Source: an optimization exercise on an open RTL-to-GDS flow (aim: small area and a short achievable clock period). Production flows keep margins and buffers that such runs may drop.
Function not checked in this run: the RTL went through the layout flow alone.
Power and IR drop assume default switching activity.

## flow/design.v

```verilog
`timescale 1ns / 1ps
module sigmoid9slices (
    input wire clk,
    input wire rst_n,
    input wire signed [15:0] x0_in,
    input wire signed [15:0] x1_in,
    input wire valid_in,
    output reg signed [15:0] y0_out,
    output reg signed [15:0] y1_out,
    output reg valid_out
);
    reg v1, v2;
    always @(posedge clk or negedge rst_n)
        if (!rst_n) begin v1 <= 1'b0; v2 <= 1'b0; valid_out <= 1'b0; end
        else begin v1 <= valid_in; v2 <= v1; valid_out <= v2; end
    function [4:0] thr(input [14:0] u);
        reg lo155, lo2ab, g1, g2, g3, g4, g5;
        begin
            lo155 = u[9] | (u[8] & u[7]) | (u[8] & u[6] & (u[5] | (u[4] & u[3]) | (u[4] & u[2] & (u[1] | u[0]))));
            lo2ab = u[10] | (u[9] & u[8]) | (u[9] & u[7] & (u[6] | (u[5] & u[4]) | (u[5] & u[3] & (u[2] | (u[1] & u[0])))));
            g2 = u[14] | u[13] | u[12];
            g5 = u[14] | (u[13] & u[12]);
            g1 = g2 | u[11] | (u[10] & lo155);
            g3 = u[14] | u[13] | (u[12] & u[11] & lo2ab);
            g4 = u[14] | (u[13] & (u[12] | u[11] | (u[10] & lo155)));
            thr = {g5, g4, g3, g2, g1};
        end
    endfunction
    function [4:0] dec(input [15:0] x);
        reg [14:0] u;
        reg g1, g2, g3, g4, g5;
        reg [4:0] gp, gn;
        begin
            u = x[14:0];
            gp = thr(u);
            gn = thr(~u);
            {g5, g4, g3, g2, g1} = x[15] ? gn : gp;
            dec = {~g1, g1 & ~g2, g2 & ~g3, g3 & ~g4, g4};   
        end
    endfunction
    function [12:0] satx(input [15:0] x);
        reg sat;
        begin
            sat = x[15] ? (~x[14] | (~x[13] & ~x[12])) : (x[14] | (x[13] & x[12]));
            satx = {x[15], sat ? {~x[15], ~x[15], 1'b1, 1'b0, 1'b0, x[15]} : x[11:6], x[5:0]};
        end
    endfunction
    reg [12:0] a0, a1;   
    reg [4:0] c0, c1;
    always @(posedge clk) begin
        a0 <= satx(x0_in); a1 <= satx(x1_in);
        c0 <= dec(x0_in); c1 <= dec(x1_in);
    end
    wire [10:0] xr0 = a0[10:0];
    wire [10:0] xn0 = ~a0[10:0];
    wire r0_0_0 = (c0[0] & xr0[0]) | (c0[1] & xn0[0]);
    wire r0_0_1 = c0[1];
    wire r0_1_0 = ((c0[0] | c0[2] | c0[3]) & xr0[0]) | (c0[1] & xn0[1]) | (c0[4] & xn0[0]);
    wire r0_1_1 = (c0[0] & xr0[1]) | c0[4];
    wire r0_2_0 = ((c0[0] | c0[2] | c0[3]) & xr0[1]) | (c0[1] & xn0[2]) | (c0[4] & xn0[1]);
    wire r0_2_1 = (c0[0] & xr0[2]);
    wire r0_3_0 = ((c0[0] | c0[2] | c0[3]) & xr0[2]) | (c0[1] & xn0[3]) | (c0[4] & xn0[2]);
    wire r0_3_1 = ((c0[0] | c0[1]) & xr0[0]);
    wire r0_3_2 = (c0[0] & xr0[3]);
    wire r0_4_0 = ((c0[0] | c0[2] | c0[3]) & xr0[3]) | (c0[1] & xn0[4]) | (c0[4] & xn0[0]);
    wire r0_4_1 = ((c0[0] | c0[1]) & xr0[1]) | (c0[3] & xr0[0]) | c0[4];
    wire r0_4_2 = (c0[0] & xr0[4]) | (c0[4] & xn0[3]);
    wire r0_5_0 = ((c0[0] | c0[2] | c0[3]) & xr0[4]) | (c0[1] & xr0[0]) | (c0[4] & xn0[1]);
    wire r0_5_1 = ((c0[0] | c0[1]) & xr0[2]) | (c0[3] & xr0[1]) | (c0[4] & xn0[4]);
    wire r0_5_2 = (c0[0] & xr0[5]) | (c0[1] & xn0[5]);
    wire r0_6_0 = ((c0[0] | c0[2] | c0[3]) & xr0[5]) | (c0[1] & xr0[1]) | (c0[4] & xn0[2]);
    wire r0_6_1 = ((c0[0] | c0[1]) & xr0[3]) | (c0[3] & xr0[0]) | (c0[4] & xn0[5]);
    wire r0_6_2 = (c0[0] & xr0[6]) | (c0[1] & xn0[6]) | (c0[3] & xr0[2]);
    wire r0_7_0 = ((c0[0] | c0[2] | c0[3]) & xr0[6]) | (c0[1] & xr0[2]) | (c0[4] & xn0[3]);
    wire r0_7_1 = ((c0[0] | c0[1]) & xr0[4]) | (c0[2] & xr0[0]) | (c0[3] & xr0[1]) | (c0[4] & xn0[6]);
    wire r0_7_2 = (c0[0] & xr0[7]) | (c0[1] & xn0[7]) | (c0[3] & xr0[3]);
    wire r0_8_0 = ((c0[0] | c0[2] | c0[3]) & xr0[7]) | (c0[1] & xr0[3]) | (c0[4] & xn0[4]);
    wire r0_8_1 = ((c0[0] | c0[1]) & xr0[5]) | (c0[2] & xr0[1]) | (c0[3] & xr0[0]) | (c0[4] & xn0[7]);
    wire r0_8_2 = (c0[0] & xr0[8]) | (c0[1] & xn0[8]) | (c0[3] & xr0[2]);
    wire r0_8_3 = (c0[3] & xr0[4]);
    wire r0_9_0 = ((c0[0] | c0[2] | c0[3]) & xr0[8]) | (c0[1] & xr0[4]) | (c0[4] & xr0[0]);
    wire r0_9_1 = ((c0[0] | c0[1]) & xr0[6]) | (c0[2] & xr0[2]) | (c0[3] & xr0[1]) | (c0[4] & xn0[5]);
    wire r0_9_2 = (c0[0] & xr0[9]) | (c0[1] & xn0[9]) | (c0[3] & xr0[3]) | (c0[4] & xn0[8]);
    wire r0_9_3 = (c0[3] & xr0[5]);
    wire r0_10_0 = ((c0[0] | c0[2] | c0[3]) & xr0[9]) | (c0[1] & xr0[5]) | (c0[4] & xr0[1]);
    wire r0_10_1 = ((c0[0] | c0[1]) & xr0[7]) | (c0[2] & xr0[3]) | (c0[3] & xr0[2]) | (c0[4] & xn0[6]);
    wire r0_10_2 = (c0[0] & xr0[10]) | (c0[1] & xn0[10]) | (c0[3] & xr0[4]) | (c0[4] & xn0[9]);
    wire r0_10_3 = (c0[3] & xr0[6]);
    wire r0_11_0 = ((c0[0] | c0[1]) & xr0[8]) | (c0[2] & xr0[4]) | (c0[3] & xr0[3]) | (c0[4] & xr0[2]);
    wire r0_11_1 = ((c0[0] | c0[2]) & xr0[10]) | (c0[1] & xr0[6]) | (c0[3] & xr0[5]) | (c0[4] & xn0[7]);
    wire r0_11_2 = ((c0[0] | c0[1]) & ((a0[12] & a0[11]) | (~a0[12] & a0[11]))) | c0[2] | (c0[3] & xr0[7]) | (c0[4] & xn0[10]);
    wire r0_11_3 = (c0[3] & ((a0[12] & ~a0[11] & a0[10]) | (~a0[12] & ~a0[11] & a0[10]) | (~a0[12] & a0[11] & a0[10])));
    wire r0_12_0 = ((c0[0] | c0[1]) & xr0[9]) | (c0[2] & xr0[5]) | (c0[3] & xr0[4]) | (c0[4] & xr0[3]);
    wire r0_12_1 = (c0[0] & ((a0[12] & ~a0[11]) | (~a0[12] & a0[11]))) | (c0[1] & xr0[7]) | (c0[2] & ((a0[12] & a0[11]) | (~a0[12] & ~a0[11]))) | (c0[3] & xr0[6]) | (c0[4] & xn0[8]);
    wire r0_12_2 = (c0[1] & ((a0[12] & a0[11]) | (a0[12] & ~a0[11]))) | (c0[3] & xr0[8]) | (c0[4] & ((~a0[12] & ~a0[11])));
    wire r0_12_3 = (c0[3] & ((a0[12] & a0[11] & ~a0[10]) | (~a0[12] & a0[11] & ~a0[10]) | (~a0[12] & a0[11] & a0[10])));
    wire r0_13_0 = ((c0[0] | c0[1]) & xr0[10]) | (c0[2] & xr0[6]) | (c0[3] & xr0[5]) | (c0[4] & xr0[4]);
    wire r0_13_1 = (c0[0] & ((a0[12] & a0[11]))) | (c0[1] & xr0[8]) | (c0[2] & ((~a0[12] & a0[11]))) | (c0[3] & xr0[7]) | (c0[4] & xn0[9]);
    wire r0_13_2 = (c0[1] & ((~a0[12] & a0[11]) | (~a0[12] & ~a0[11]))) | (c0[3] & xr0[9]) | (c0[4] & ((~a0[12] & ~a0[11])));
    wire r0_13_3 = (c0[3] & ((a0[12] & ~a0[11] & ~a0[10]) | (a0[12] & ~a0[11] & a0[10]) | (a0[12] & a0[11] & ~a0[10])));
    wire r0_14_0 = (c0[0] & ((a0[12] & a0[11]) | (~a0[12] & ~a0[11]))) | (c0[1] & xr0[9]) | (c0[2] & xr0[7]) | (c0[3] & xr0[6]) | (c0[4] & xr0[5]);
    wire r0_14_1 = (c0[1] & ((a0[12] & ~a0[11]) | (~a0[12] & a0[11]))) | (c0[2] & ((~a0[12] & ~a0[11]) | (~a0[12] & a0[11]))) | (c0[3] & xr0[8]) | (c0[4] & xn0[10]);
    wire r0_14_2 = (c0[3] & xr0[10]) | (c0[4] & ((~a0[12] & ~a0[11])));
    wire r0_14_3 = (c0[3] & ((~a0[12] & ~a0[11] & a0[10]) | (~a0[12] & a0[11] & ~a0[10]) | (~a0[12] & a0[11] & a0[10])));
    wire r0_15_0 = (c0[0] & ((~a0[12] & a0[11]))) | (c0[1] & xr0[10]) | (c0[2] & xr0[8]) | (c0[3] & xr0[7]) | (c0[4] & xr0[6]);
    wire r0_15_1 = (c0[1] & ((~a0[12] & ~a0[11]))) | (c0[2] & ((a0[12] & ~a0[11]) | (a0[12] & a0[11]))) | (c0[3] & xr0[9]);
    wire r0_15_2 = (c0[3] & ((a0[12] & ~a0[11] & ~a0[10]) | (a0[12] & ~a0[11] & a0[10]) | (~a0[12] & a0[11] & ~a0[10]) | (~a0[12] & a0[11] & a0[10])));
    wire r0_16_0 = (c0[0] & ((~a0[12] & ~a0[11]) | (~a0[12] & a0[11]))) | (c0[1] & ((a0[12] & ~a0[11]) | (~a0[12] & a0[11]))) | (c0[2] & xr0[9]) | (c0[3] & xr0[8]) | (c0[4] & xr0[7]);
    wire r0_16_1 = (c0[2] & ((a0[12] & ~a0[11]) | (a0[12] & a0[11]))) | (c0[3] & xr0[10]) | (c0[4] & ((~a0[12] & ~a0[11])));
    wire r0_16_2 = (c0[3] & ((a0[12] & ~a0[11] & ~a0[10]) | (a0[12] & ~a0[11] & a0[10]) | (~a0[12] & ~a0[11] & a0[10]) | (~a0[12] & a0[11] & ~a0[10]) | (~a0[12] & a0[11] & a0[10])));
    wire r0_17_0 = (c0[0] & ((~a0[12] & ~a0[11]) | (~a0[12] & a0[11]))) | ((c0[1] | c0[4]) & ((~a0[12] & ~a0[11]))) | (c0[2] & xr0[10]) | (c0[3] & xr0[9]);
    wire r0_17_1 = (c0[2] & ((a0[12] & ~a0[11]) | (a0[12] & a0[11]))) | (c0[3] & ((a0[12] & ~a0[11] & ~a0[10]) | (a0[12] & ~a0[11] & a0[10]) | (a0[12] & a0[11] & ~a0[10]) | (~a0[12] & ~a0[11] & a0[10]))) | (c0[4] & xr0[8]);
    wire r0_18_0 = (c0[0] & ((~a0[12] & ~a0[11]) | (~a0[12] & a0[11]))) | (c0[1] & ((~a0[12] & a0[11]) | (~a0[12] & ~a0[11]))) | (c0[2] & ((a0[12] & ~a0[11]) | (~a0[12] & a0[11]))) | (c0[3] & xr0[10]) | (c0[4] & xr0[9]);
    wire r0_18_1 = (c0[3] & ((a0[12] & ~a0[11] & ~a0[10]) | (a0[12] & ~a0[11] & a0[10]) | (~a0[12] & a0[11] & ~a0[10]) | (~a0[12] & a0[11] & a0[10]))) | (c0[4] & ((~a0[12] & ~a0[11])));
    wire r0_19_0 = (c0[0] & ((~a0[12] & ~a0[11]) | (~a0[12] & a0[11]))) | (c0[1] & ((~a0[12] & a0[11]) | (~a0[12] & ~a0[11]))) | (c0[2] & ((a0[12] & ~a0[11]) | (~a0[12] & ~a0[11]) | (~a0[12] & a0[11]))) | (c0[3] & ((~a0[12] & a0[11] & ~a0[10]) | (~a0[12] & a0[11] & a0[10]))) | (c0[4] & xr0[10]);
    wire r0_19_1 = (c0[4] & ((~a0[12] & ~a0[11])));
    wire r0_20_0 = (c0[0] & ((~a0[12] & ~a0[11]) | (~a0[12] & a0[11]))) | (c0[1] & ((~a0[12] & a0[11]) | (~a0[12] & ~a0[11]))) | (c0[2] & ((a0[12] & ~a0[11]) | (~a0[12] & ~a0[11]) | (~a0[12] & a0[11]))) | (c0[3] & ((a0[12] & a0[11] & ~a0[10]))) | c0[4];
    wire r0_21_0 = (c0[0] & ((~a0[12] & ~a0[11]) | (~a0[12] & a0[11]))) | (c0[1] & ((~a0[12] & a0[11]) | (~a0[12] & ~a0[11]))) | (c0[2] & ((a0[12] & ~a0[11]) | (~a0[12] & ~a0[11]) | (~a0[12] & a0[11]))) | (c0[3] & ((~a0[12] & ~a0[11] & a0[10]) | (~a0[12] & a0[11] & ~a0[10]) | (~a0[12] & a0[11] & a0[10])));
    wire h0_1s = r0_8_0 ^ r0_8_1;
    wire h0_1c = r0_8_0 & r0_8_1;
    wire f0_2s = r0_9_0 ^ r0_9_1 ^ r0_9_2;
    wire f0_2c = (r0_9_0 & r0_9_1) | (r0_9_0 & r0_9_2) | (r0_9_1 & r0_9_2);
    wire f0_3s = r0_10_0 ^ r0_10_1 ^ r0_10_2;
    wire f0_3c = (r0_10_0 & r0_10_1) | (r0_10_0 & r0_10_2) | (r0_10_1 & r0_10_2);
    wire f0_4s = r0_11_0 ^ r0_11_1 ^ r0_11_2;
    wire f0_4c = (r0_11_0 & r0_11_1) | (r0_11_0 & r0_11_2) | (r0_11_1 & r0_11_2);
    wire f0_5s = r0_12_0 ^ r0_12_1 ^ r0_12_2;
    wire f0_5c = (r0_12_0 & r0_12_1) | (r0_12_0 & r0_12_2) | (r0_12_1 & r0_12_2);
    wire f0_6s = r0_13_0 ^ r0_13_1 ^ r0_13_2;
    wire f0_6c = (r0_13_0 & r0_13_1) | (r0_13_0 & r0_13_2) | (r0_13_1 & r0_13_2);
    wire f0_7s = r0_14_0 ^ r0_14_1 ^ r0_14_2;
    wire f0_7c = (r0_14_0 & r0_14_1) | (r0_14_0 & r0_14_2) | (r0_14_1 & r0_14_2);
    wire h0_8s = r0_15_0 ^ r0_15_1;
    wire h0_8c = r0_15_0 & r0_15_1;
    wire h0_9s = r0_16_0 ^ r0_16_1;
    wire h0_9c = r0_16_0 & r0_16_1;
    wire h0_10s = r0_3_0 ^ r0_3_1;
    wire h0_10c = r0_3_0 & r0_3_1;
    wire f0_11s = r0_4_0 ^ r0_4_1 ^ r0_4_2;
    wire f0_11c = (r0_4_0 & r0_4_1) | (r0_4_0 & r0_4_2) | (r0_4_1 & r0_4_2);
    wire f0_12s = r0_5_0 ^ r0_5_1 ^ r0_5_2;
    wire f0_12c = (r0_5_0 & r0_5_1) | (r0_5_0 & r0_5_2) | (r0_5_1 & r0_5_2);
    wire f0_13s = r0_6_0 ^ r0_6_1 ^ r0_6_2;
    wire f0_13c = (r0_6_0 & r0_6_1) | (r0_6_0 & r0_6_2) | (r0_6_1 & r0_6_2);
    wire f0_14s = r0_7_0 ^ r0_7_1 ^ r0_7_2;
    wire f0_14c = (r0_7_0 & r0_7_1) | (r0_7_0 & r0_7_2) | (r0_7_1 & r0_7_2);
    wire f0_15s = r0_8_2 ^ r0_8_3 ^ h0_1s;
    wire f0_15c = (r0_8_2 & r0_8_3) | (r0_8_2 & h0_1s) | (r0_8_3 & h0_1s);
    wire f0_16s = r0_9_3 ^ h0_1c ^ f0_2s;
    wire f0_16c = (r0_9_3 & h0_1c) | (r0_9_3 & f0_2s) | (h0_1c & f0_2s);
    wire f0_17s = r0_10_3 ^ f0_2c ^ f0_3s;
    wire f0_17c = (r0_10_3 & f0_2c) | (r0_10_3 & f0_3s) | (f0_2c & f0_3s);
    wire f0_18s = r0_11_3 ^ f0_3c ^ f0_4s;
    wire f0_18c = (r0_11_3 & f0_3c) | (r0_11_3 & f0_4s) | (f0_3c & f0_4s);
    wire f0_19s = r0_12_3 ^ f0_4c ^ f0_5s;
    wire f0_19c = (r0_12_3 & f0_4c) | (r0_12_3 & f0_5s) | (f0_4c & f0_5s);
    wire f0_20s = r0_13_3 ^ f0_5c ^ f0_6s;
    wire f0_20c = (r0_13_3 & f0_5c) | (r0_13_3 & f0_6s) | (f0_5c & f0_6s);
    wire f0_21s = r0_14_3 ^ f0_6c ^ f0_7s;
    wire f0_21c = (r0_14_3 & f0_6c) | (r0_14_3 & f0_7s) | (f0_6c & f0_7s);
    wire f0_22s = r0_15_2 ^ f0_7c ^ h0_8s;
    wire f0_22c = (r0_15_2 & f0_7c) | (r0_15_2 & h0_8s) | (f0_7c & h0_8s);
    wire f0_23s = r0_16_2 ^ h0_8c ^ h0_9s;
    wire f0_23c = (r0_16_2 & h0_8c) | (r0_16_2 & h0_9s) | (h0_8c & h0_9s);
    wire f0_24s = r0_17_0 ^ r0_17_1 ^ h0_9c;
    wire f0_24c = (r0_17_0 & r0_17_1) | (r0_17_0 & h0_9c) | (r0_17_1 & h0_9c);
    wire h0_25s = r0_18_0 ^ r0_18_1;
    wire h0_25c = r0_18_0 & r0_18_1;
    wire h0_26s = r0_19_0 ^ r0_19_1;
    wire h0_26c = r0_19_0 & r0_19_1;
    wire lg0_27 = (r0_1_0 & r0_1_1) | ((r0_1_0 | r0_1_1) & (r0_0_0 & r0_0_1));
    wire lp0_27 = (r0_1_0 | r0_1_1) & (r0_0_0 | r0_0_1);
    wire lg0_28 = (r0_3_2 & h0_10s) | ((r0_3_2 | h0_10s) & (r0_2_0 & r0_2_1));
    wire lp0_28 = (r0_3_2 | h0_10s) & (r0_2_0 | r0_2_1);
    wire lg0_29 = (f0_11c & f0_12s) | ((f0_11c | f0_12s) & (h0_10c & f0_11s));
    wire lp0_29 = (f0_11c | f0_12s) & (h0_10c | f0_11s);
    wire lg0_30 = lg0_28 | (lp0_28 & lg0_27);
    wire lp0_30 = lp0_28 & lp0_27;
    wire lg0_31 = lg0_29 | (lp0_29 & lg0_30);
    wire lp0_31 = lp0_29 & lp0_30;
    wire lg0_32 = (f0_13c & f0_14s) | ((f0_13c | f0_14s) & (f0_12c & f0_13s));
    wire lp0_32 = (f0_13c | f0_14s) & (f0_12c | f0_13s);
    wire lg0_33 = (f0_15c & f0_16s) | ((f0_15c | f0_16s) & (f0_14c & f0_15s));
    wire lp0_33 = (f0_15c | f0_16s) & (f0_14c | f0_15s);
    wire lg0_34 = lg0_33 | (lp0_33 & lg0_32);
    wire lp0_34 = lp0_33 & lp0_32;
    wire lg0_35 = (f0_16c & f0_17s) | ((f0_16c | f0_17s) & lg0_34);
    wire lp0_35 = (f0_16c | f0_17s) & lp0_34;
    reg [10:0] sa0, sb0;
    reg lgl0, lgh0, lph0;   
    wire lc0 = lgh0 | (lph0 & lgl0);
    always @(posedge clk) begin
        sa0 <= {r0_21_0, r0_20_0, h0_25c, f0_24c, f0_23c, f0_22c, f0_21c, f0_20c, f0_19c, f0_18c, f0_17c};
        sb0 <= {1'b0, h0_26c, h0_26s, h0_25s, f0_24s, f0_23s, f0_22s, f0_21s, f0_20s, f0_19s, f0_18s};
        lgl0 <= lg0_31; lgh0 <= lg0_35; lph0 <= lp0_35;
    end
    wire [10:0] ys0;
    wire ys0_p0 = (sa0[0] ^ sb0[0]);
    wire ys0_p1 = (sa0[1] ^ sb0[1]);
    wire ys0_p2 = (sa0[2] ^ sb0[2]);
    wire ys0_p3 = (sa0[3] ^ sb0[3]);
    wire ys0_p4 = (sa0[4] ^ sb0[4]);
    wire ys0_p5 = (sa0[5] ^ sb0[5]);
    wire ys0_p6 = (sa0[6] ^ sb0[6]);
    wire ys0_p7 = (sa0[7] ^ sb0[7]);
    wire ys0_p8 = (sa0[8] ^ sb0[8]);
    wire ys0_p9 = (sa0[9] ^ sb0[9]);
    wire ys0_p10 = (sa0[10] ^ sb0[10]);
    wire ys0_g0 = (sa0[0] & sb0[0]) | (ys0_p0 & lc0);
    wire ys0_g1 = (sa0[1] & sb0[1]);
    wire ys0_g2 = (sa0[2] & sb0[2]);
    wire ys0_g3 = (sa0[3] & sb0[3]);
    wire ys0_g4 = (sa0[4] & sb0[4]);
    wire ys0_g5 = (sa0[5] & sb0[5]);
    wire ys0_g6 = (sa0[6] & sb0[6]);
    wire ys0_g7 = (sa0[7] & sb0[7]);
    wire ys0_g8 = (sa0[8] & sb0[8]);
    wire ys0_g9 = (sa0[9] & sb0[9]);
    wire ys0_g10 = (sa0[10] & sb0[10]);
    wire ys0_G36 = ys0_g1 | (ys0_p1 & ys0_g0);
    wire ys0_P36 = ys0_p1 & ys0_p0;
    wire ys0_G37 = ys0_g3 | (ys0_p3 & ys0_g2);
    wire ys0_P37 = ys0_p3 & ys0_p2;
    wire ys0_G38 = ys0_g5 | (ys0_p5 & ys0_g4);
    wire ys0_P38 = ys0_p5 & ys0_p4;
    wire ys0_G39 = ys0_g7 | (ys0_p7 & ys0_g6);
    wire ys0_P39 = ys0_p7 & ys0_p6;
    wire ys0_G40 = ys0_g9 | (ys0_p9 & ys0_g8);
    wire ys0_P40 = ys0_p9 & ys0_p8;
    wire ys0_G41 = ys0_G37 | (ys0_P37 & ys0_G36);
    wire ys0_P41 = ys0_P37 & ys0_P36;
    wire ys0_G42 = ys0_G39 | (ys0_P39 & ys0_G38);
    wire ys0_P42 = ys0_P39 & ys0_P38;
    wire ys0_G43 = ys0_G42 | (ys0_P42 & ys0_G41);
    wire ys0_P43 = ys0_P42 & ys0_P41;
    wire ys0_G44 = ys0_G38 | (ys0_P38 & ys0_G41);
    wire ys0_P44 = ys0_P38 & ys0_P41;
    wire ys0_G45 = ys0_G40 | (ys0_P40 & ys0_G43);
    wire ys0_P45 = ys0_P40 & ys0_P43;
    wire ys0_G46 = ys0_g2 | (ys0_p2 & ys0_G36);
    wire ys0_P46 = ys0_p2 & ys0_P36;
    wire ys0_G47 = ys0_g4 | (ys0_p4 & ys0_G41);
    wire ys0_P47 = ys0_p4 & ys0_P41;
    wire ys0_G48 = ys0_g6 | (ys0_p6 & ys0_G44);
    wire ys0_P48 = ys0_p6 & ys0_P44;
    wire ys0_G49 = ys0_g8 | (ys0_p8 & ys0_G43);
    wire ys0_P49 = ys0_p8 & ys0_P43;
    wire ys0_G50 = ys0_g10 | (ys0_p10 & ys0_G45);
    wire ys0_P50 = ys0_p10 & ys0_P45;
    assign ys0[0] = ys0_p0 ^ lc0;
    assign ys0[1] = ys0_p1 ^ ys0_g0;
    assign ys0[2] = ys0_p2 ^ ys0_G36;
    assign ys0[3] = ys0_p3 ^ ys0_G46;
    assign ys0[4] = ys0_p4 ^ ys0_G41;
    assign ys0[5] = ys0_p5 ^ ys0_G47;
    assign ys0[6] = ys0_p6 ^ ys0_G44;
    assign ys0[7] = ys0_p7 ^ ys0_G48;
    assign ys0[8] = ys0_p8 ^ ys0_G43;
    assign ys0[9] = ys0_p9 ^ ys0_G49;
    assign ys0[10] = ys0_p10 ^ ys0_G45;
    always @(posedge clk) y0_out <= {5'b0, ys0};
    wire [10:0] xr1 = a1[10:0];
    wire [10:0] xn1 = ~a1[10:0];
    wire r1_0_0 = (c1[0] & xr1[0]) | (c1[1] & xn1[0]);
    wire r1_0_1 = c1[1];
    wire r1_1_0 = ((c1[0] | c1[2] | c1[3]) & xr1[0]) | (c1[1] & xn1[1]) | (c1[4] & xn1[0]);
    wire r1_1_1 = (c1[0] & xr1[1]) | c1[4];
    wire r1_2_0 = ((c1[0] | c1[2] | c1[3]) & xr1[1]) | (c1[1] & xn1[2]) | (c1[4] & xn1[1]);
    wire r1_2_1 = (c1[0] & xr1[2]);
    wire r1_3_0 = ((c1[0] | c1[2] | c1[3]) & xr1[2]) | (c1[1] & xn1[3]) | (c1[4] & xn1[2]);
    wire r1_3_1 = ((c1[0] | c1[1]) & xr1[0]);
    wire r1_3_2 = (c1[0] & xr1[3]);
    wire r1_4_0 = ((c1[0] | c1[2] | c1[3]) & xr1[3]) | (c1[1] & xn1[4]) | (c1[4] & xn1[0]);
    wire r1_4_1 = ((c1[0] | c1[1]) & xr1[1]) | (c1[3] & xr1[0]) | c1[4];
    wire r1_4_2 = (c1[0] & xr1[4]) | (c1[4] & xn1[3]);
    wire r1_5_0 = ((c1[0] | c1[2] | c1[3]) & xr1[4]) | (c1[1] & xr1[0]) | (c1[4] & xn1[1]);
    wire r1_5_1 = ((c1[0] | c1[1]) & xr1[2]) | (c1[3] & xr1[1]) | (c1[4] & xn1[4]);
    wire r1_5_2 = (c1[0] & xr1[5]) | (c1[1] & xn1[5]);
    wire r1_6_0 = ((c1[0] | c1[2] | c1[3]) & xr1[5]) | (c1[1] & xr1[1]) | (c1[4] & xn1[2]);
    wire r1_6_1 = ((c1[0] | c1[1]) & xr1[3]) | (c1[3] & xr1[0]) | (c1[4] & xn1[5]);
    wire r1_6_2 = (c1[0] & xr1[6]) | (c1[1] & xn1[6]) | (c1[3] & xr1[2]);
    wire r1_7_0 = ((c1[0] | c1[2] | c1[3]) & xr1[6]) | (c1[1] & xr1[2]) | (c1[4] & xn1[3]);
    wire r1_7_1 = ((c1[0] | c1[1]) & xr1[4]) | (c1[2] & xr1[0]) | (c1[3] & xr1[1]) | (c1[4] & xn1[6]);
    wire r1_7_2 = (c1[0] & xr1[7]) | (c1[1] & xn1[7]) | (c1[3] & xr1[3]);
    wire r1_8_0 = ((c1[0] | c1[2] | c1[3]) & xr1[7]) | (c1[1] & xr1[3]) | (c1[4] & xn1[4]);
    wire r1_8_1 = ((c1[0] | c1[1]) & xr1[5]) | (c1[2] & xr1[1]) | (c1[3] & xr1[0]) | (c1[4] & xn1[7]);
    wire r1_8_2 = (c1[0] & xr1[8]) | (c1[1] & xn1[8]) | (c1[3] & xr1[2]);
    wire r1_8_3 = (c1[3] & xr1[4]);
    wire r1_9_0 = ((c1[0] | c1[2] | c1[3]) & xr1[8]) | (c1[1] & xr1[4]) | (c1[4] & xr1[0]);
    wire r1_9_1 = ((c1[0] | c1[1]) & xr1[6]) | (c1[2] & xr1[2]) | (c1[3] & xr1[1]) | (c1[4] & xn1[5]);
    wire r1_9_2 = (c1[0] & xr1[9]) | (c1[1] & xn1[9]) | (c1[3] & xr1[3]) | (c1[4] & xn1[8]);
    wire r1_9_3 = (c1[3] & xr1[5]);
    wire r1_10_0 = ((c1[0] | c1[2] | c1[3]) & xr1[9]) | (c1[1] & xr1[5]) | (c1[4] & xr1[1]);
    wire r1_10_1 = ((c1[0] | c1[1]) & xr1[7]) | (c1[2] & xr1[3]) | (c1[3] & xr1[2]) | (c1[4] & xn1[6]);
    wire r1_10_2 = (c1[0] & xr1[10]) | (c1[1] & xn1[10]) | (c1[3] & xr1[4]) | (c1[4] & xn1[9]);
    wire r1_10_3 = (c1[3] & xr1[6]);
    wire r1_11_0 = ((c1[0] | c1[1]) & xr1[8]) | (c1[2] & xr1[4]) | (c1[3] & xr1[3]) | (c1[4] & xr1[2]);
    wire r1_11_1 = ((c1[0] | c1[2]) & xr1[10]) | (c1[1] & xr1[6]) | (c1[3] & xr1[5]) | (c1[4] & xn1[7]);
    wire r1_11_2 = ((c1[0] | c1[1]) & ((a1[12] & a1[11]) | (~a1[12] & a1[11]))) | c1[2] | (c1[3] & xr1[7]) | (c1[4] & xn1[10]);
    wire r1_11_3 = (c1[3] & ((a1[12] & ~a1[11] & a1[10]) | (~a1[12] & ~a1[11] & a1[10]) | (~a1[12] & a1[11] & a1[10])));
    wire r1_12_0 = ((c1[0] | c1[1]) & xr1[9]) | (c1[2] & xr1[5]) | (c1[3] & xr1[4]) | (c1[4] & xr1[3]);
    wire r1_12_1 = (c1[0] & ((a1[12] & ~a1[11]) | (~a1[12] & a1[11]))) | (c1[1] & xr1[7]) | (c1[2] & ((a1[12] & a1[11]) | (~a1[12] & ~a1[11]))) | (c1[3] & xr1[6]) | (c1[4] & xn1[8]);
    wire r1_12_2 = (c1[1] & ((a1[12] & a1[11]) | (a1[12] & ~a1[11]))) | (c1[3] & xr1[8]) | (c1[4] & ((~a1[12] & ~a1[11])));
    wire r1_12_3 = (c1[3] & ((a1[12] & a1[11] & ~a1[10]) | (~a1[12] & a1[11] & ~a1[10]) | (~a1[12] & a1[11] & a1[10])));
    wire r1_13_0 = ((c1[0] | c1[1]) & xr1[10]) | (c1[2] & xr1[6]) | (c1[3] & xr1[5]) | (c1[4] & xr1[4]);
    wire r1_13_1 = (c1[0] & ((a1[12] & a1[11]))) | (c1[1] & xr1[8]) | (c1[2] & ((~a1[12] & a1[11]))) | (c1[3] & xr1[7]) | (c1[4] & xn1[9]);
    wire r1_13_2 = (c1[1] & ((~a1[12] & a1[11]) | (~a1[12] & ~a1[11]))) | (c1[3] & xr1[9]) | (c1[4] & ((~a1[12] & ~a1[11])));
    wire r1_13_3 = (c1[3] & ((a1[12] & ~a1[11] & ~a1[10]) | (a1[12] & ~a1[11] & a1[10]) | (a1[12] & a1[11] & ~a1[10])));
    wire r1_14_0 = (c1[0] & ((a1[12] & a1[11]) | (~a1[12] & ~a1[11]))) | (c1[1] & xr1[9]) | (c1[2] & xr1[7]) | (c1[3] & xr1[6]) | (c1[4] & xr1[5]);
    wire r1_14_1 = (c1[1] & ((a1[12] & ~a1[11]) | (~a1[12] & a1[11]))) | (c1[2] & ((~a1[12] & ~a1[11]) | (~a1[12] & a1[11]))) | (c1[3] & xr1[8]) | (c1[4] & xn1[10]);
    wire r1_14_2 = (c1[3] & xr1[10]) | (c1[4] & ((~a1[12] & ~a1[11])));
    wire r1_14_3 = (c1[3] & ((~a1[12] & ~a1[11] & a1[10]) | (~a1[12] & a1[11] & ~a1[10]) | (~a1[12] & a1[11] & a1[10])));
    wire r1_15_0 = (c1[0] & ((~a1[12] & a1[11]))) | (c1[1] & xr1[10]) | (c1[2] & xr1[8]) | (c1[3] & xr1[7]) | (c1[4] & xr1[6]);
    wire r1_15_1 = (c1[1] & ((~a1[12] & ~a1[11]))) | (c1[2] & ((a1[12] & ~a1[11]) | (a1[12] & a1[11]))) | (c1[3] & xr1[9]);
    wire r1_15_2 = (c1[3] & ((a1[12] & ~a1[11] & ~a1[10]) | (a1[12] & ~a1[11] & a1[10]) | (~a1[12] & a1[11] & ~a1[10]) | (~a1[12] & a1[11] & a1[10])));
    wire r1_16_0 = (c1[0] & ((~a1[12] & ~a1[11]) | (~a1[12] & a1[11]))) | (c1[1] & ((a1[12] & ~a1[11]) | (~a1[12] & a1[11]))) | (c1[2] & xr1[9]) | (c1[3] & xr1[8]) | (c1[4] & xr1[7]);
    wire r1_16_1 = (c1[2] & ((a1[12] & ~a1[11]) | (a1[12] & a1[11]))) | (c1[3] & xr1[10]) | (c1[4] & ((~a1[12] & ~a1[11])));
    wire r1_16_2 = (c1[3] & ((a1[12] & ~a1[11] & ~a1[10]) | (a1[12] & ~a1[11] & a1[10]) | (~a1[12] & ~a1[11] & a1[10]) | (~a1[12] & a1[11] & ~a1[10]) | (~a1[12] & a1[11] & a1[10])));
    wire r1_17_0 = (c1[0] & ((~a1[12] & ~a1[11]) | (~a1[12] & a1[11]))) | ((c1[1] | c1[4]) & ((~a1[12] & ~a1[11]))) | (c1[2] & xr1[10]) | (c1[3] & xr1[9]);
    wire r1_17_1 = (c1[2] & ((a1[12] & ~a1[11]) | (a1[12] & a1[11]))) | (c1[3] & ((a1[12] & ~a1[11] & ~a1[10]) | (a1[12] & ~a1[11] & a1[10]) | (a1[12] & a1[11] & ~a1[10]) | (~a1[12] & ~a1[11] & a1[10]))) | (c1[4] & xr1[8]);
    wire r1_18_0 = (c1[0] & ((~a1[12] & ~a1[11]) | (~a1[12] & a1[11]))) | (c1[1] & ((~a1[12] & a1[11]) | (~a1[12] & ~a1[11]))) | (c1[2] & ((a1[12] & ~a1[11]) | (~a1[12] & a1[11]))) | (c1[3] & xr1[10]) | (c1[4] & xr1[9]);
    wire r1_18_1 = (c1[3] & ((a1[12] & ~a1[11] & ~a1[10]) | (a1[12] & ~a1[11] & a1[10]) | (~a1[12] & a1[11] & ~a1[10]) | (~a1[12] & a1[11] & a1[10]))) | (c1[4] & ((~a1[12] & ~a1[11])));
    wire r1_19_0 = (c1[0] & ((~a1[12] & ~a1[11]) | (~a1[12] & a1[11]))) | (c1[1] & ((~a1[12] & a1[11]) | (~a1[12] & ~a1[11]))) | (c1[2] & ((a1[12] & ~a1[11]) | (~a1[12] & ~a1[11]) | (~a1[12] & a1[11]))) | (c1[3] & ((~a1[12] & a1[11] & ~a1[10]) | (~a1[12] & a1[11] & a1[10]))) | (c1[4] & xr1[10]);
    wire r1_19_1 = (c1[4] & ((~a1[12] & ~a1[11])));
    wire r1_20_0 = (c1[0] & ((~a1[12] & ~a1[11]) | (~a1[12] & a1[11]))) | (c1[1] & ((~a1[12] & a1[11]) | (~a1[12] & ~a1[11]))) | (c1[2] & ((a1[12] & ~a1[11]) | (~a1[12] & ~a1[11]) | (~a1[12] & a1[11]))) | (c1[3] & ((a1[12] & a1[11] & ~a1[10]))) | c1[4];
    wire r1_21_0 = (c1[0] & ((~a1[12] & ~a1[11]) | (~a1[12] & a1[11]))) | (c1[1] & ((~a1[12] & a1[11]) | (~a1[12] & ~a1[11]))) | (c1[2] & ((a1[12] & ~a1[11]) | (~a1[12] & ~a1[11]) | (~a1[12] & a1[11]))) | (c1[3] & ((~a1[12] & ~a1[11] & a1[10]) | (~a1[12] & a1[11] & ~a1[10]) | (~a1[12] & a1[11] & a1[10])));
    wire h1_51s = r1_8_0 ^ r1_8_1;
    wire h1_51c = r1_8_0 & r1_8_1;
    wire f1_52s = r1_9_0 ^ r1_9_1 ^ r1_9_2;
    wire f1_52c = (r1_9_0 & r1_9_1) | (r1_9_0 & r1_9_2) | (r1_9_1 & r1_9_2);
    wire f1_53s = r1_10_0 ^ r1_10_1 ^ r1_10_2;
    wire f1_53c = (r1_10_0 & r1_10_1) | (r1_10_0 & r1_10_2) | (r1_10_1 & r1_10_2);
    wire f1_54s = r1_11_0 ^ r1_11_1 ^ r1_11_2;
    wire f1_54c = (r1_11_0 & r1_11_1) | (r1_11_0 & r1_11_2) | (r1_11_1 & r1_11_2);
    wire f1_55s = r1_12_0 ^ r1_12_1 ^ r1_12_2;
    wire f1_55c = (r1_12_0 & r1_12_1) | (r1_12_0 & r1_12_2) | (r1_12_1 & r1_12_2);
    wire f1_56s = r1_13_0 ^ r1_13_1 ^ r1_13_2;
    wire f1_56c = (r1_13_0 & r1_13_1) | (r1_13_0 & r1_13_2) | (r1_13_1 & r1_13_2);
    wire f1_57s = r1_14_0 ^ r1_14_1 ^ r1_14_2;
    wire f1_57c = (r1_14_0 & r1_14_1) | (r1_14_0 & r1_14_2) | (r1_14_1 & r1_14_2);
    wire h1_58s = r1_15_0 ^ r1_15_1;
    wire h1_58c = r1_15_0 & r1_15_1;
    wire h1_59s = r1_16_0 ^ r1_16_1;
    wire h1_59c = r1_16_0 & r1_16_1;
    wire h1_60s = r1_3_0 ^ r1_3_1;
    wire h1_60c = r1_3_0 & r1_3_1;
    wire f1_61s = r1_4_0 ^ r1_4_1 ^ r1_4_2;
    wire f1_61c = (r1_4_0 & r1_4_1) | (r1_4_0 & r1_4_2) | (r1_4_1 & r1_4_2);
    wire f1_62s = r1_5_0 ^ r1_5_1 ^ r1_5_2;
    wire f1_62c = (r1_5_0 & r1_5_1) | (r1_5_0 & r1_5_2) | (r1_5_1 & r1_5_2);
    wire f1_63s = r1_6_0 ^ r1_6_1 ^ r1_6_2;
    wire f1_63c = (r1_6_0 & r1_6_1) | (r1_6_0 & r1_6_2) | (r1_6_1 & r1_6_2);
    wire f1_64s = r1_7_0 ^ r1_7_1 ^ r1_7_2;
    wire f1_64c = (r1_7_0 & r1_7_1) | (r1_7_0 & r1_7_2) | (r1_7_1 & r1_7_2);
    wire f1_65s = r1_8_2 ^ r1_8_3 ^ h1_51s;
    wire f1_65c = (r1_8_2 & r1_8_3) | (r1_8_2 & h1_51s) | (r1_8_3 & h1_51s);
    wire f1_66s = r1_9_3 ^ h1_51c ^ f1_52s;
    wire f1_66c = (r1_9_3 & h1_51c) | (r1_9_3 & f1_52s) | (h1_51c & f1_52s);
    wire f1_67s = r1_10_3 ^ f1_52c ^ f1_53s;
    wire f1_67c = (r1_10_3 & f1_52c) | (r1_10_3 & f1_53s) | (f1_52c & f1_53s);
    wire f1_68s = r1_11_3 ^ f1_53c ^ f1_54s;
    wire f1_68c = (r1_11_3 & f1_53c) | (r1_11_3 & f1_54s) | (f1_53c & f1_54s);
    wire f1_69s = r1_12_3 ^ f1_54c ^ f1_55s;
    wire f1_69c = (r1_12_3 & f1_54c) | (r1_12_3 & f1_55s) | (f1_54c & f1_55s);
    wire f1_70s = r1_13_3 ^ f1_55c ^ f1_56s;
    wire f1_70c = (r1_13_3 & f1_55c) | (r1_13_3 & f1_56s) | (f1_55c & f1_56s);
    wire f1_71s = r1_14_3 ^ f1_56c ^ f1_57s;
    wire f1_71c = (r1_14_3 & f1_56c) | (r1_14_3 & f1_57s) | (f1_56c & f1_57s);
    wire f1_72s = r1_15_2 ^ f1_57c ^ h1_58s;
    wire f1_72c = (r1_15_2 & f1_57c) | (r1_15_2 & h1_58s) | (f1_57c & h1_58s);
    wire f1_73s = r1_16_2 ^ h1_58c ^ h1_59s;
    wire f1_73c = (r1_16_2 & h1_58c) | (r1_16_2 & h1_59s) | (h1_58c & h1_59s);
    wire f1_74s = r1_17_0 ^ r1_17_1 ^ h1_59c;
    wire f1_74c = (r1_17_0 & r1_17_1) | (r1_17_0 & h1_59c) | (r1_17_1 & h1_59c);
    wire h1_75s = r1_18_0 ^ r1_18_1;
    wire h1_75c = r1_18_0 & r1_18_1;
    wire h1_76s = r1_19_0 ^ r1_19_1;
    wire h1_76c = r1_19_0 & r1_19_1;
    wire lg1_77 = (r1_1_0 & r1_1_1) | ((r1_1_0 | r1_1_1) & (r1_0_0 & r1_0_1));
    wire lp1_77 = (r1_1_0 | r1_1_1) & (r1_0_0 | r1_0_1);
    wire lg1_78 = (r1_3_2 & h1_60s) | ((r1_3_2 | h1_60s) & (r1_2_0 & r1_2_1));
    wire lp1_78 = (r1_3_2 | h1_60s) & (r1_2_0 | r1_2_1);
    wire lg1_79 = (f1_61c & f1_62s) | ((f1_61c | f1_62s) & (h1_60c & f1_61s));
    wire lp1_79 = (f1_61c | f1_62s) & (h1_60c | f1_61s);
    wire lg1_80 = lg1_78 | (lp1_78 & lg1_77);
    wire lp1_80 = lp1_78 & lp1_77;
    wire lg1_81 = lg1_79 | (lp1_79 & lg1_80);
    wire lp1_81 = lp1_79 & lp1_80;
    wire lg1_82 = (f1_63c & f1_64s) | ((f1_63c | f1_64s) & (f1_62c & f1_63s));
    wire lp1_82 = (f1_63c | f1_64s) & (f1_62c | f1_63s);
    wire lg1_83 = (f1_65c & f1_66s) | ((f1_65c | f1_66s) & (f1_64c & f1_65s));
    wire lp1_83 = (f1_65c | f1_66s) & (f1_64c | f1_65s);
    wire lg1_84 = lg1_83 | (lp1_83 & lg1_82);
    wire lp1_84 = lp1_83 & lp1_82;
    wire lg1_85 = (f1_66c & f1_67s) | ((f1_66c | f1_67s) & lg1_84);
    wire lp1_85 = (f1_66c | f1_67s) & lp1_84;
    reg [10:0] sa1, sb1;
    reg lgl1, lgh1, lph1;   
    wire lc1 = lgh1 | (lph1 & lgl1);
    always @(posedge clk) begin
        sa1 <= {r1_21_0, r1_20_0, h1_75c, f1_74c, f1_73c, f1_72c, f1_71c, f1_70c, f1_69c, f1_68c, f1_67c};
        sb1 <= {1'b0, h1_76c, h1_76s, h1_75s, f1_74s, f1_73s, f1_72s, f1_71s, f1_70s, f1_69s, f1_68s};
        lgl1 <= lg1_81; lgh1 <= lg1_85; lph1 <= lp1_85;
    end
    wire [10:0] ys1;
    wire ys1_p0 = (sa1[0] ^ sb1[0]);
    wire ys1_p1 = (sa1[1] ^ sb1[1]);
    wire ys1_p2 = (sa1[2] ^ sb1[2]);
    wire ys1_p3 = (sa1[3] ^ sb1[3]);
    wire ys1_p4 = (sa1[4] ^ sb1[4]);
    wire ys1_p5 = (sa1[5] ^ sb1[5]);
    wire ys1_p6 = (sa1[6] ^ sb1[6]);
    wire ys1_p7 = (sa1[7] ^ sb1[7]);
    wire ys1_p8 = (sa1[8] ^ sb1[8]);
    wire ys1_p9 = (sa1[9] ^ sb1[9]);
    wire ys1_p10 = (sa1[10] ^ sb1[10]);
    wire ys1_g0 = (sa1[0] & sb1[0]) | (ys1_p0 & lc1);
    wire ys1_g1 = (sa1[1] & sb1[1]);
    wire ys1_g2 = (sa1[2] & sb1[2]);
    wire ys1_g3 = (sa1[3] & sb1[3]);
    wire ys1_g4 = (sa1[4] & sb1[4]);
    wire ys1_g5 = (sa1[5] & sb1[5]);
    wire ys1_g6 = (sa1[6] & sb1[6]);
    wire ys1_g7 = (sa1[7] & sb1[7]);
    wire ys1_g8 = (sa1[8] & sb1[8]);
    wire ys1_g9 = (sa1[9] & sb1[9]);
    wire ys1_g10 = (sa1[10] & sb1[10]);
    wire ys1_G86 = ys1_g1 | (ys1_p1 & ys1_g0);
    wire ys1_P86 = ys1_p1 & ys1_p0;
    wire ys1_G87 = ys1_g3 | (ys1_p3 & ys1_g2);
    wire ys1_P87 = ys1_p3 & ys1_p2;
    wire ys1_G88 = ys1_g5 | (ys1_p5 & ys1_g4);
    wire ys1_P88 = ys1_p5 & ys1_p4;
    wire ys1_G89 = ys1_g7 | (ys1_p7 & ys1_g6);
    wire ys1_P89 = ys1_p7 & ys1_p6;
    wire ys1_G90 = ys1_g9 | (ys1_p9 & ys1_g8);
    wire ys1_P90 = ys1_p9 & ys1_p8;
    wire ys1_G91 = ys1_G87 | (ys1_P87 & ys1_G86);
    wire ys1_P91 = ys1_P87 & ys1_P86;
    wire ys1_G92 = ys1_G89 | (ys1_P89 & ys1_G88);
    wire ys1_P92 = ys1_P89 & ys1_P88;
    wire ys1_G93 = ys1_G92 | (ys1_P92 & ys1_G91);
    wire ys1_P93 = ys1_P92 & ys1_P91;
    wire ys1_G94 = ys1_G88 | (ys1_P88 & ys1_G91);
    wire ys1_P94 = ys1_P88 & ys1_P91;
    wire ys1_G95 = ys1_G90 | (ys1_P90 & ys1_G93);
    wire ys1_P95 = ys1_P90 & ys1_P93;
    wire ys1_G96 = ys1_g2 | (ys1_p2 & ys1_G86);
    wire ys1_P96 = ys1_p2 & ys1_P86;
    wire ys1_G97 = ys1_g4 | (ys1_p4 & ys1_G91);
    wire ys1_P97 = ys1_p4 & ys1_P91;
    wire ys1_G98 = ys1_g6 | (ys1_p6 & ys1_G94);
    wire ys1_P98 = ys1_p6 & ys1_P94;
    wire ys1_G99 = ys1_g8 | (ys1_p8 & ys1_G93);
    wire ys1_P99 = ys1_p8 & ys1_P93;
    wire ys1_G100 = ys1_g10 | (ys1_p10 & ys1_G95);
    wire ys1_P100 = ys1_p10 & ys1_P95;
    assign ys1[0] = ys1_p0 ^ lc1;
    assign ys1[1] = ys1_p1 ^ ys1_g0;
    assign ys1[2] = ys1_p2 ^ ys1_G86;
    assign ys1[3] = ys1_p3 ^ ys1_G96;
    assign ys1[4] = ys1_p4 ^ ys1_G91;
    assign ys1[5] = ys1_p5 ^ ys1_G97;
    assign ys1[6] = ys1_p6 ^ ys1_G94;
    assign ys1[7] = ys1_p7 ^ ys1_G98;
    assign ys1[8] = ys1_p8 ^ ys1_G93;
    assign ys1[9] = ys1_p9 ^ ys1_G99;
    assign ys1[10] = ys1_p10 ^ ys1_G95;
    always @(posedge clk) y1_out <= {5'b0, ys1};
endmodule
```

## flow/flow/run.sh

```bash
#!/bin/bash
# Standard layout, with plain buffers (instead of delay cells) on the ports, and the
# timing repair aimed at a setup slack of 5.6 ns. The make output goes to standard.log,
# each ORFS step's full log to orfs/logs/.
set -e
export BUFFER_PORTS_ARGS="-buffer_cell sky130_fd_sc_hd__buf_2"
bash standard.sh finish SETUP_SLACK_MARGIN=5.6 > standard.log 2>&1
```

## flow/standard.sh

```bash
#!/bin/bash
# synth_recipe.tcl (not shown) runs the flow's synth.tcl, then flattens the netlist and writes it again
# the make line also repeats each setting of config.mk as NAME=value (left out here)
make -C /OpenROAD-flow-scripts/flow DESIGN_CONFIG=/design/flow/config.mk WORK_HOME=/design/flow/orfs CLKGATE_MAP_FILE= SYNTH_SCRIPT=/design/flow/synth_recipe.tcl "${@:-finish}"
```

## flow/config.mk

```make
export PLATFORM = sky130hd
export DESIGN_NAME = sigmoid9slices
export DESIGN_NICKNAME = sigmoid9slices
export VERILOG_FILES = /design/flow/design.v
export SDC_FILE = /design/flow/constraint.sdc
export NUM_CORES = 4
export LEC_CHECK = 0
export ABC_AREA = 1
export CAP_MARGIN = 20
export CORE_MARGIN = 2
export CORE_UTILIZATION = 70
export SETUP_SLACK_MARGIN = 5
export SLEW_MARGIN = 20
export TNS_END_PERCENT = 0
```

## flow/constraint.sdc

```tcl
create_clock -name core_clock -period 8.0 [get_ports {clk}]
set_input_delay 1.6000 -clock core_clock [delete_from_list [all_inputs] [get_ports {clk}]]
set_output_delay 1.6000 -clock core_clock [all_outputs]
set_load 0.01 [all_outputs]
```

==> run notes <==
status=finished clean; Sequential Area=2240 sq um; Post-synth EDFFs=0; Area contributors post-synth=dfxtp_1 (31%), fa_1 (15%), nand2_1 (11%), inv_1 (7.8%), ha_1 (6.9%); Hold Crit Class=reg2reg; ys flop type=dfxtp_1; Top delay family on crit path=flip-flops; dpl hpwl=13.5 mm; footprint of the multi-input gates=roughly 4100 sq um; Synth Instances=884; remaining antenna violation count=0; Worst-path clk slew=100 ps; WHS=373 ps; CP arrival=around 880 ps; count leader, synth=nand2_1; H-tree Lvls=3; global-route wire length before repair=29.5 mm; initial DRC count=between 500 and 600; DR pass1 iterations=7; async set or reset register ratio after synthesis=~2.8%; Cells after DPL=~1000; DR vias=6569; mapped cell area=6940 sq um; final period demand of the worst path=2480 ps; post-place setup slack=5070 ps; Clock Path Buffers=2; CP startpoint kind=register; Post-Route WL=roughly 19 mm; Routed WL per cell=16.9 um; # port buffers=57; number of antenna violations at the first check in global routing=0; largest net degree at the start of global routing=20; pwr dens=240 nW/um^2; Post-synth top cells=nand2_1 (211), inv_1 (144), dfxtp_1 (106); top cell type's share of synthesized area=30.6%; Yosys Warn Count=1; CP max stage cell=dfrtp_1; GP Congestion=roughly 0.96; DIE AREA=roughly 11000 sq um; CORE AREA=about 9700 sq um; period utilisation layout=31.0%; Netlist cell types=43; Skew-Pair Late Insertion Delay=370 ps; worst setup path class=reg2out; CTS Sinks=109; Peak Freq=403 MHz; Non-Filler Instances=1105; final worst-path setup slack=5520 ps; Clock Skew=around 14 ps; Die W=104 um; vias in the first global route=around 6500; total track usage=between 30% and 40%; fillers=643; Nets=between 1000 and 1500; Root Buffer Master=clkbuf_8; Synth Register Bits=109; CTS tree=done; share of layout cells above drive strength 1=16.8%; Seq/Total Area, Yosys=a little under a third; Synth Area per Inst=just under 8 sq um; Remaining Overflow, GRT=0; Crit. End Element=output port; Critical Path Fanout Max=1; Cell Area, Placed=just over 7000 sq um; CTS hold repair buffers=0; max-slew violations=0; Leakage=~0.0042 uW; final hold vios=0; Site Rows=36; Design Area, Final=between 7000 and 8000 sq um; Ports=between 60 and 70; CP required=approximately 6400 ps; # DRC=0; die height=104 um; n_diodes=0; peak supply drop=between 0.00015 and 0.0002 V; total CTS buffers=9; post-synth top area cell=dfxtp_1; WP buf/inv=1; RSZ-0062 raised after global routing=yes; CP Cell Sequence=buf_2; max-cap violations=0; # setup viols final=0; CP max stage delay=380 ps; Initial Utilization=between 70% and 80%; vias per inst=5.94; setup TNS=0 ps; Area Growth Syn to Fin=13.8%
[per-layer routing]
metal	wire, um	share of wire [%]	global-route usage, %
met5	0	0	0
met4	1030	5.5	16.8
met3	1660	8.9	6.67
met2	9670	52	62.5
met1	6350	34	36.3
[sequential cells by signal, indices dropped and copies added (netlist names)]
name,cells
a0,13
a1,13
sa0,11
sa1,11
y0_out,11
y1_out,11
sb0,10
sb1,10
c0,5
c1,5
lgh0,1
lgh1,1
lgl0,1
lgl1,1
lph0,1
lph1,1
v1,1
v2,1
valid_out,1
[timing repair]
action                     4_1_cts  5_1_grt
setup endpoints to repair       43       35
gates resized for setup         32       29
pin swaps                        2        7
gates cloned                     0        1
setup buffers                   20       19
[worst paths after layout]
kind	from	end	slack (ps)	cells after the start
setup reg to reg	c0[4]	sb0[3]	5530	8
hold / removal	v1	v2	370	0
max in group asynchronous	rst_n	v1	6890	1
min in group asynchronous	rst_n	v2	1000	1
hold reg to reg	v1	v2	370	0
setup / recovery	valid_out	valid_out	5520	1
[power breakdown]
| part | switching, uW | internal [uW] | total, uW |
|---|---|---|---|
| sequential | 79.9 | 689 | 769 |
| clock | 198 | 152 | 350 |
| combinational | 451 | 326 | 778 |
[cell type report]
class                      instances  area share [%]
multi-input combinational        601            51.9
sequential                       109            28.4
inverter                         149            7.53
timing repair buffer              96            7.37
tap                              133            2.11
clock buffer                      10            1.62
clock inverter                     6            1.05
timing repair inverter             1          0.0634
[placed cells by master (no fill, tap or decap), types with 13 or more instances in the layout]
master,Yosys,final
a21oi_1,59,58
buf_2,11,57
buf_4,13,38
dfxtp_1,106,89
fa_1,52,52
ha_1,38,38
inv_1,144,139
nand2_1,211,211
nand3_1,34,34
nor2_1,60,59
o211ai_1,13,13
o21ai_0,33,31
o22ai_1,14,13
[cell families after synthesis]
| family | after synthesis | synth area share, % |
|---|---|---|
| and+or+nand+nor | 323 | 19.1 |
| buffers and inverters | 183 | 10.9 |
| AOI/OAI and AO/OA | 170 | 15.4 |
| DFF | 109 | 31.7 |
| adders and majority gates | 90 | 21.8 |
| xor gates and xnor gates | 8 | 1.01 |
| other | 1 | 0.0540 |
[metrics by stage]
step                      util [%]  power (uW)
after floorplan                  -        1270
after global placement        74.6        1430
after detailed placement      74.6        1500
after CTS                     79.0        1860
after global routing          81.5        2030
final                         81.5        1900

## port drivers added, routing unchanged
In the flow no input, the clock included, has a driving cell. The finished layout below was timed again as built, in two steps.
Step 1 assumes that a clkbuf_16 drives the clock port and a buf_2 every other input.
Step 2 also shifts input and output timing later by t, the mid clock arrival at the registers, as if the neighbouring blocks saw the same clock.
Three values: no drivers, after step 1, after step 2; two values: the first two.
shift t [ns]: 0.399
slack for setup (ns): 5.518 / 5.486 / 5.261
worst register clock-pin slew, ns: 0.11 / 0.11
After both steps this run still meets setup and hold. The setup slack of this run moves by -0.032 ns with the drivers and by -0.257 ns with both steps.
